Source: an optimization exercise on an open RTL-to-GDS flow (aim: small area and a short achievable clock period). Production flows keep margins and buffers that such runs may drop. RTL that was checked went through simulation tests only; none was proved equivalent to the original. Power figures rest on the tool's default switching activity, not on a simulated workload.

==> flow/design.v (excerpt) <==
module sorting_network_top (
  input          clk_i,
  input          rst_i,
  input  [99:0]  data_i,
  input          data_valid_i,
  output [99:0]  data_o,
  output         data_valid_o
);
  sorting_network #(
    .NUMBER_WIDTH   ( 10 ),
    .NUMBERS_AMOUNT ( 10 )
  ) u_sorting_network (
    .clk_i        ( clk_i        ),
    .rst_i        ( rst_i        ),
    .data_i       ( data_i       ),
    .data_valid_i ( data_valid_i ),
    .data_o       ( data_o       ),
    .data_valid_o ( data_valid_o )
  );
endmodule
Settings: LEC_CHECK=0, CAP_MARGIN=20, CORE_MARGIN=2, CORE_UTILIZATION=40, SLEW_MARGIN=20; clock period 5.0 ns.
run.sh (not shown) runs the stock make flow with config.mk's settings and CLKGATE_MAP_FILE= SYNTH_SCRIPT=/design/flow/synth_recipe.tcl, a recipe that flattens the netlist after the stock synthesis.
The first run completed with no timing, DRC or antenna violations.
Rerun with:
SETUP_SLACK_MARGIN = 2.5   (was unset)
Hold slack degrades by 0.013 ns.
Critical path depth is lower by 1.
Wire length rose by a few percent.
Combinational power grows by a little under a tenth.
Clock skew rose by 0.0086 ns.
Design area grows by about a fifth.
Core utilization rose by 7.1 points.
Sequential power stays flat.
Global-route usage climbs by 3.0 points.
No run of this note included a check of the RTL's function; only the layout flow was run.

* * *

The RTL this note starts from:
==> flow/design.v <==
module sorting_network_top (
  input          clk_i,
  input          rst_i,
  input  [99:0]  data_i,
  input          data_valid_i,
  output [99:0]  data_o,
  output         data_valid_o
);
  sorting_network #(
    .NUMBER_WIDTH   ( 10 ),
    .NUMBERS_AMOUNT ( 10 )
  ) u_sorting_network (
    .clk_i        ( clk_i        ),
    .rst_i        ( rst_i        ),
    .data_i       ( data_i       ),
    .data_valid_i ( data_valid_i ),
    .data_o       ( data_o       ),
    .data_valid_o ( data_valid_o )
  );
endmodule

module sorting_network #(
  parameter int NUMBER_WIDTH   = 10,
  parameter int NUMBERS_AMOUNT = 10
)(
  input                                                 clk_i,
  input                                                 rst_i,
  input  [NUMBERS_AMOUNT - 1 : 0][NUMBER_WIDTH - 1 : 0] data_i,
  input                                                 data_valid_i,
  output [NUMBERS_AMOUNT - 1 : 0][NUMBER_WIDTH - 1 : 0] data_o,
  output                                                data_valid_o
);
localparam int N = NUMBERS_AMOUNT;
localparam int W = NUMBER_WIDTH;
function automatic logic gt_f( input logic [W - 1 : 0] a, input logic [W - 1 : 0] b );
  logic c;
  c = 1'b0;
  for( int i = 0; i < W; i++ )
    c = ( a[i] & ~b[i] ) | ( a[i] & c ) | ( ~b[i] & c );
  gt_f = c;
endfunction
function automatic logic [3 : 0] csa9_f( input logic [8 : 0] b );
  logic [2 : 0] s, c;
  logic         w1, w2a, w2b, w4;
  for( int g = 0; g < 3; g++ )
    begin
      s[g] = b[3 * g] ^ b[3 * g + 1] ^ b[3 * g + 2];
      c[g] = ( b[3 * g] & b[3 * g + 1] ) | ( b[3 * g] & b[3 * g + 2] ) | ( b[3 * g + 1] & b[3 * g + 2] );
    end
  w1  = s[0] ^ s[1] ^ s[2];
  w2a = ( s[0] & s[1] ) | ( s[0] & s[2] ) | ( s[1] & s[2] );
  w2b = c[0] ^ c[1] ^ c[2];
  w4  = ( c[0] & c[1] ) | ( c[0] & c[2] ) | ( c[1] & c[2] );
  csa9_f = { w4, w2b, w2a, w1 };
endfunction
function automatic logic [9 : 0] dec_f( input logic [3 : 0] r );
  logic [4 : 0] m;
  m[0] = ~r[3] & ~r[2] & ~r[1];
  m[1] = ~r[3] & ( r[2] ^ r[1] );
  m[2] = ( ~r[3] & r[2] & r[1] ) | ( r[3] & ~r[2] & ~r[1] );
  m[3] = r[3] & ( r[2] ^ r[1] );
  m[4] = r[3] & r[2] & r[1];
  for( int k = 0; k < 10; k++ )
    dec_f[k] = m[k / 2] & ( r[0] == k[0] );
endfunction
logic [N - 1 : 0][N - 1 : 0]  gt;
logic [N - 1 : 0][8 : 0]      votes;
logic [N - 1 : 0][3 : 0]      rank;
logic [N - 1 : 0][9 : 0]      sel;
logic [N - 1 : 0][W - 1 : 0]  sorted;
logic [N - 1 : 0][W - 1 : 0]  data_q1;
logic [N - 1 : 0][W - 1 : 0]  data_q2;
logic [N - 1 : 0][W - 1 : 0]  sorted_q;
logic [N - 1 : 0][N - 1 : 0]  gt_q;
logic [N - 1 : 0][3 : 0]      rank_q;
logic [2 : 0]                 valid_d;
always_comb
  begin
    gt = '0;
    for( int i = 0; i < N; i++ )
      for( int j = i + 1; j < N; j++ )
        gt[i][j] = gt_f( data_i[i], data_i[j] );
  end
always_comb
  for( int i = 0; i < N; i++ )
    begin
      for( int j = 0; j < N - 1; j++ )
        votes[i][j] = ( j < i ) ? !gt_q[j][i] : gt_q[i][j + 1];
      rank[i] = csa9_f( votes[i] );
    end
always_comb
  for( int k = 0; k < N; k++ )
    begin
      sorted[k] = '0;
      for( int i = 0; i < N; i++ )
        begin
          sel[i]    = dec_f( rank_q[i] );
          sorted[k] = sorted[k] | ( data_q2[i] & {W{sel[i][k]}} );
        end
    end
always_ff @( posedge clk_i )
  begin
    data_q1  <= data_i;
    for( int i = 0; i < N; i++ )
      for( int j = i + 1; j < N; j++ )
        gt_q[i][j] <= gt[i][j];
    data_q2  <= data_q1;
    rank_q   <= rank;
    sorted_q <= sorted;
  end
always_ff @( posedge clk_i, posedge rst_i )
  if( rst_i )
    valid_d <= '0;
  else
    valid_d <= { valid_d[1 : 0], data_valid_i };
assign data_o       = sorted_q;
assign data_valid_o = valid_d[2];
endmodule
Settings: LEC_CHECK=0, CAP_MARGIN=20, CORE_MARGIN=2, CORE_UTILIZATION=40, SETUP_SLACK_MARGIN=2.7, SLEW_MARGIN=20; clock period 5.0 ns.
The first run finished with timing, DRC and antenna clean.
Change:
==> flow/flow/run.sh (new file) <==
#!/bin/bash
# The standard layout (the standard.sh: ORFS synthesis through finish), with two
# changes to how ORFS builds it:
#  - the port buffers that buffer_ports inserts are buf_4 cells instead of the delay-cell
#    footprint it picks by default, and
#  - timing repair may resize cells across footprints (MATCH_CELL_FOOTPRINT=0).
# Every tool's output goes to ORFS's own logs; make's output goes to flow_make.log here.
set -euo pipefail
bash standard.sh MATCH_CELL_FOOTPRINT=0 "BUFFER_PORTS_ARGS=-buffer_cell sky130_fd_sc_hd__buf_4" finish > flow_make.log 2>&1
==> flow/standard.sh (new file) <==
#!/bin/bash
# synth_recipe.tcl (not shown) runs the flow's synth.tcl, then flattens the netlist and writes it again
# the make line also repeats each setting of config.mk as NAME=value (left out here)
make -C /OpenROAD-flow-scripts/flow DESIGN_CONFIG=/design/flow/config.mk WORK_HOME=/design/flow/orfs CLKGATE_MAP_FILE= SYNTH_SCRIPT=/design/flow/synth_recipe.tcl "${@:-finish}"
CTS_CLUSTER_DIAMETER = 150   (was default)
CTS_CLUSTER_SIZE = 30   (was default)
SETUP_SLACK_MARGIN = 2.9   (was 2.7)
removed: flow/run.sh
Effect: The new run went through all stages and came out clean; power shrinks by about 8%; cell area shrinks by 5.9%; via count falls by 1.8%; routed wire length is lower by about 0.7%.
Change:
CTS_CLUSTER_DIAMETER = default   (was 150)
CTS_CLUSTER_SIZE = default   (was 30)
Result: Total power goes up by 11%. Worst setup slack gets worse by 0.047 ns. Sequential cell count stays the same. Sequential share of layout area goes down by 1.1 points.
Change:
==> flow/flow/run.sh (replaced) <==
#!/bin/bash
# The standard layout (the standard.sh: ORFS synthesis through finish), with these
# changes to how ORFS builds it:
#  - port buffers: buf_4 on every input, buf_2 on every output (flow/pre_gpl.tcl), instead
#    of the delay-cell footprint that buffer_ports picks by default,
#  - timing repair may resize cells across footprints (MATCH_CELL_FOOTPRINT=0), and
#  - the pins are placed with inputs on the left edge and outputs on the right (flow/io.tcl).
# Every tool's output goes to ORFS's own logs; make's output goes to flow_make.log here.
set -euo pipefail
bash standard.sh MATCH_CELL_FOOTPRINT=0 \
  "PRE_GLOBAL_PLACE_TCL=$PWD/flow/pre_gpl.tcl" \
  "BUFFER_PORTS_ARGS=-inputs -buffer_cell sky130_fd_sc_hd__buf_4" \
  "IO_CONSTRAINTS=$PWD/flow/io.tcl" finish > flow_make.log 2>&1
==> flow/flow/io.tcl (new file) <==
# Pin placement: every input on the left edge, every output on the right edge, so the
# pipeline runs from left to right and the all-pairs comparators sit near their inputs.
set_io_pin_constraint -direction INPUT -region left:*
set_io_pin_constraint -direction OUTPUT -region right:*
==> flow/flow/pre_gpl.tcl (new file) <==
# Output ports get buf_2 buffers (the standard buffer_ports call that follows then buffers
# the inputs only, with the cell BUFFER_PORTS_ARGS names).
buffer_ports -outputs -buffer_cell sky130_fd_sc_hd__buf_2
CTS_CLUSTER_DIAMETER = 100   (was default)
CTS_CLUSTER_SIZE = 20   (was default)
The new run went through all stages and came out clean.
Routed wire length rises by 2.6%.
Worst setup slack gains 0.22 ns.
Count of clock-buffer cells in the layout falls by 24.
Maximum frequency rises by 10%.
Total power falls by 8.3%.
Utilization falls by 3.5 points.
Non-clock buffer count falls by 108.
Final area falls by 7.2%.
Sequential power rises by 5.8%.

* * *

Another version of the RTL of sorting_network_top (not shown whole).
Size: about 2500 cells after synthesis, ~410 flip-flops.
clock: 5.0 ns
lec_check: 0
cap_margin: 20
core_margin: 2
core_utilization: 40
cts_cluster_diameter: 100
cts_cluster_size: 20
setup_slack_margin: 3.3
slew_margin: 20
standard.sh (not shown) runs the stock make flow with config.mk's settings and CLKGATE_MAP_FILE= SYNTH_SCRIPT=/design/flow/synth_recipe.tcl, a recipe that flattens the netlist after the stock synthesis.
==> flow/flow/run.sh <==
#!/bin/bash
# The standard layout (the standard.sh: ORFS synthesis through finish), with these
# changes to how ORFS builds it:
#  - port buffers: buf_4 on every input, buf_2 on every output (flow/pre_gpl.tcl), instead
#    of the delay-cell footprint that buffer_ports picks by default,
#  - timing repair may resize cells across footprints (MATCH_CELL_FOOTPRINT=0), and
#  - the pins are placed with inputs on the left edge and outputs on the right (flow/io.tcl).
# Every tool's output goes to ORFS's own logs; make's output goes to flow_make.log here.
set -euo pipefail
bash standard.sh MATCH_CELL_FOOTPRINT=0 \
  "PRE_GLOBAL_PLACE_TCL=$PWD/flow/pre_gpl.tcl" \
  "BUFFER_PORTS_ARGS=-inputs -buffer_cell sky130_fd_sc_hd__buf_4" \
  "IO_CONSTRAINTS=$PWD/flow/io.tcl" finish > flow_make.log 2>&1
==> flow/flow/io.tcl <==
# Pin placement: every input on the left edge, every output on the right edge, so the
# pipeline runs from left to right and the all-pairs comparators sit near their inputs.
set_io_pin_constraint -direction INPUT -region left:*
set_io_pin_constraint -direction OUTPUT -region right:*
==> flow/flow/pre_gpl.tcl <==
# Output ports get buf_2 buffers (the standard buffer_ports call that follows then buffers
# the inputs only, with the cell BUFFER_PORTS_ARGS names).
buffer_ports -outputs -buffer_cell sky130_fd_sc_hd__buf_2
The first run finished with timing, DRC and antenna clean.
Then changed:
CORE_UTILIZATION = 50   (was 40)
SETUP_SLACK_MARGIN = 2.9   (was 3.3)
Outcome: The changed run produced a clean layout; count of clock-buffer cells in the layout shrinks by 3; non-clock buffer count shrinks by 95; die area shrinks by about a fifth; final cell count shrinks by a little under a tenth; register-to-register slack gets worse by 310 ps; utilization grows by 3.7 points; global-route usage grows by 6.1 points; wire length shrinks by roughly a tenth.
Then changed:
==> flow/flow/run.sh (replaced) <==
#!/bin/bash
# The standard layout (the standard.sh: ORFS synthesis through finish), with these
# changes to how ORFS builds it:
#  - port buffers: buf_2 on every port, instead of the delay-cell footprint that
#    buffer_ports picks by default,
#  - timing repair may resize cells across footprints (MATCH_CELL_FOOTPRINT=0), and
#  - the pins are placed with inputs on the left edge and outputs on the right (flow/io.tcl).
# Every tool's output goes to ORFS's own logs; make's output goes to flow_make.log here.
set -euo pipefail
bash standard.sh MATCH_CELL_FOOTPRINT=0 \
  "BUFFER_PORTS_ARGS=-buffer_cell sky130_fd_sc_hd__buf_2" \
  "IO_CONSTRAINTS=$PWD/flow/io.tcl" finish > flow_make.log 2>&1
CORE_UTILIZATION = 40   (was 50)
removed: flow/flow/pre_gpl.tcl
=>
- final area climbs by 2.5%
- clock-buffer cell count climbs by 1
- hold slack improves by 13 ps
- cell count climbs by 8.9%
- fmax climbs by 6.7%
- setup slack improves by 150 ps
- core utilization drops by 9.8 points
- total power climbs by 2.7%
- register-to-register slack improves by 60 ps
Then changed:
==> flow/flow/run.sh (replaced) <==
#!/bin/bash
# The standard layout (the standard.sh: ORFS synthesis through finish), with these
# changes to how ORFS builds it:
#  - port buffers: buf_4 on every input, buf_2 on every output (flow/pre_gpl.tcl), instead
#    of the delay-cell footprint that buffer_ports picks by default,
#  - timing repair may resize cells across footprints (MATCH_CELL_FOOTPRINT=0), and
#  - the pins are placed with inputs on the left edge and outputs on the right (flow/io.tcl).
# Every tool's output goes to ORFS's own logs; make's output goes to flow_make.log here.
set -euo pipefail
bash standard.sh MATCH_CELL_FOOTPRINT=0 \
  "PRE_GLOBAL_PLACE_TCL=$PWD/flow/pre_gpl.tcl" \
  "BUFFER_PORTS_ARGS=-inputs -buffer_cell sky130_fd_sc_hd__buf_4" \
  "IO_CONSTRAINTS=$PWD/flow/io.tcl" finish > flow_make.log 2>&1
==> flow/flow/pre_gpl.tcl (new file) <==
# Output ports get buf_2 buffers (the standard buffer_ports call that follows then buffers
# the inputs only, with the cell BUFFER_PORTS_ARGS names).
buffer_ports -outputs -buffer_cell sky130_fd_sc_hd__buf_2
CORE_ASPECT_RATIO = 0.5   (was default)
Effect: Cell area goes down by 3.3%. Fmax goes down by 1.2%. Via count falls by 0.73%. Setup slack is worse by 27 ps. Power hardly moves. Sequential share of layout area grows by 1.1 points. Routed wire length fell by 1.5%.
Then changed:
CORE_ASPECT_RATIO = default   (was 0.5)
SETUP_SLACK_MARGIN = 3.05   (was 2.9)
Effect: Cell area goes up by a little under a tenth. Worst setup slack gains 100 ps. Clock skew goes up by 8.6 ps. Routed wire length goes up by a few percent. Via count goes down slightly. Power goes up by a few percent. Die area is about the same. Register-to-register slack gains 310 ps.

static timing again, ports no longer ideal:
The results above use ideal ports. As a check the final layouts listed here were re-extracted and re-timed, cells and wires unchanged.
Step 1: set_driving_cell puts a clkbuf_16 on clk_i and a buf_2 on each other input, an assumption about the parent block.
Step 2 times the ports against the registers' clock, not the clock port: input delays grow and output delays shrink by t, the midpoint of the rising clock arrivals with the driver on.
Slacks: ideal ports / drivers / drivers and shift; pairs: ideal ports / drivers.
| run | t (ns) | setup WS [ns] | latest minus earliest clock arrival (ns) | worst data-port slew with drivers (ns) |
|---|---|---|---|---|
| the first run of note 1 | 0.626 | 0.375 / 0.397 / -0.229 | 0.021 / 0.020 | 0.12 |
| the second run of note 1 | 0.624 | 1.389 / 1.362 / 0.738 | 0.032 / 0.032 | 0.13 |
| the first run of note 2 | 0.639 | 2.569 / 2.569 / 1.979 | 0.037 / 0.037 | 0.07 |
| the second run of note 2 | 0.625 | 2.632 / 2.661 / 2.036 | 0.043 / 0.042 | 0.09 |
| the third run of note 2 | 0.633 | 2.585 / 2.624 / 1.991 | 0.042 / 0.042 | 0.10 |
| the fourth run of note 2 | 0.639 | 2.805 / 2.804 / 2.165 | 0.032 / 0.032 | 0.08 |
| the first run of note 3 | 0.671 | 2.866 / 2.803 / 2.412 | 0.026 / 0.026 | 0.18 |
| the second run of note 3 | 0.655 | 2.602 / 2.637 / 1.983 | 0.035 / 0.035 | 0.07 |
| the third run of note 3 | 0.644 | 2.751 / 2.690 / 2.142 | 0.023 / 0.022 | 0.09 |
| the fourth run of note 3 | 0.655 | 2.724 / 2.724 / 2.185 | 0.045 / 0.045 | 0.06 |
| the fifth run of note 3 | 0.667 | 2.825 / 2.830 / 2.163 | 0.046 / 0.045 | 0.09 |
Met with ideal ports but missed after step 2: setup timing in the first run of note 1. For the fifth run of note 3, which loses most, drivers alone change the setup slack by +0.005 ns; drivers and shift together by -0.662 ns.
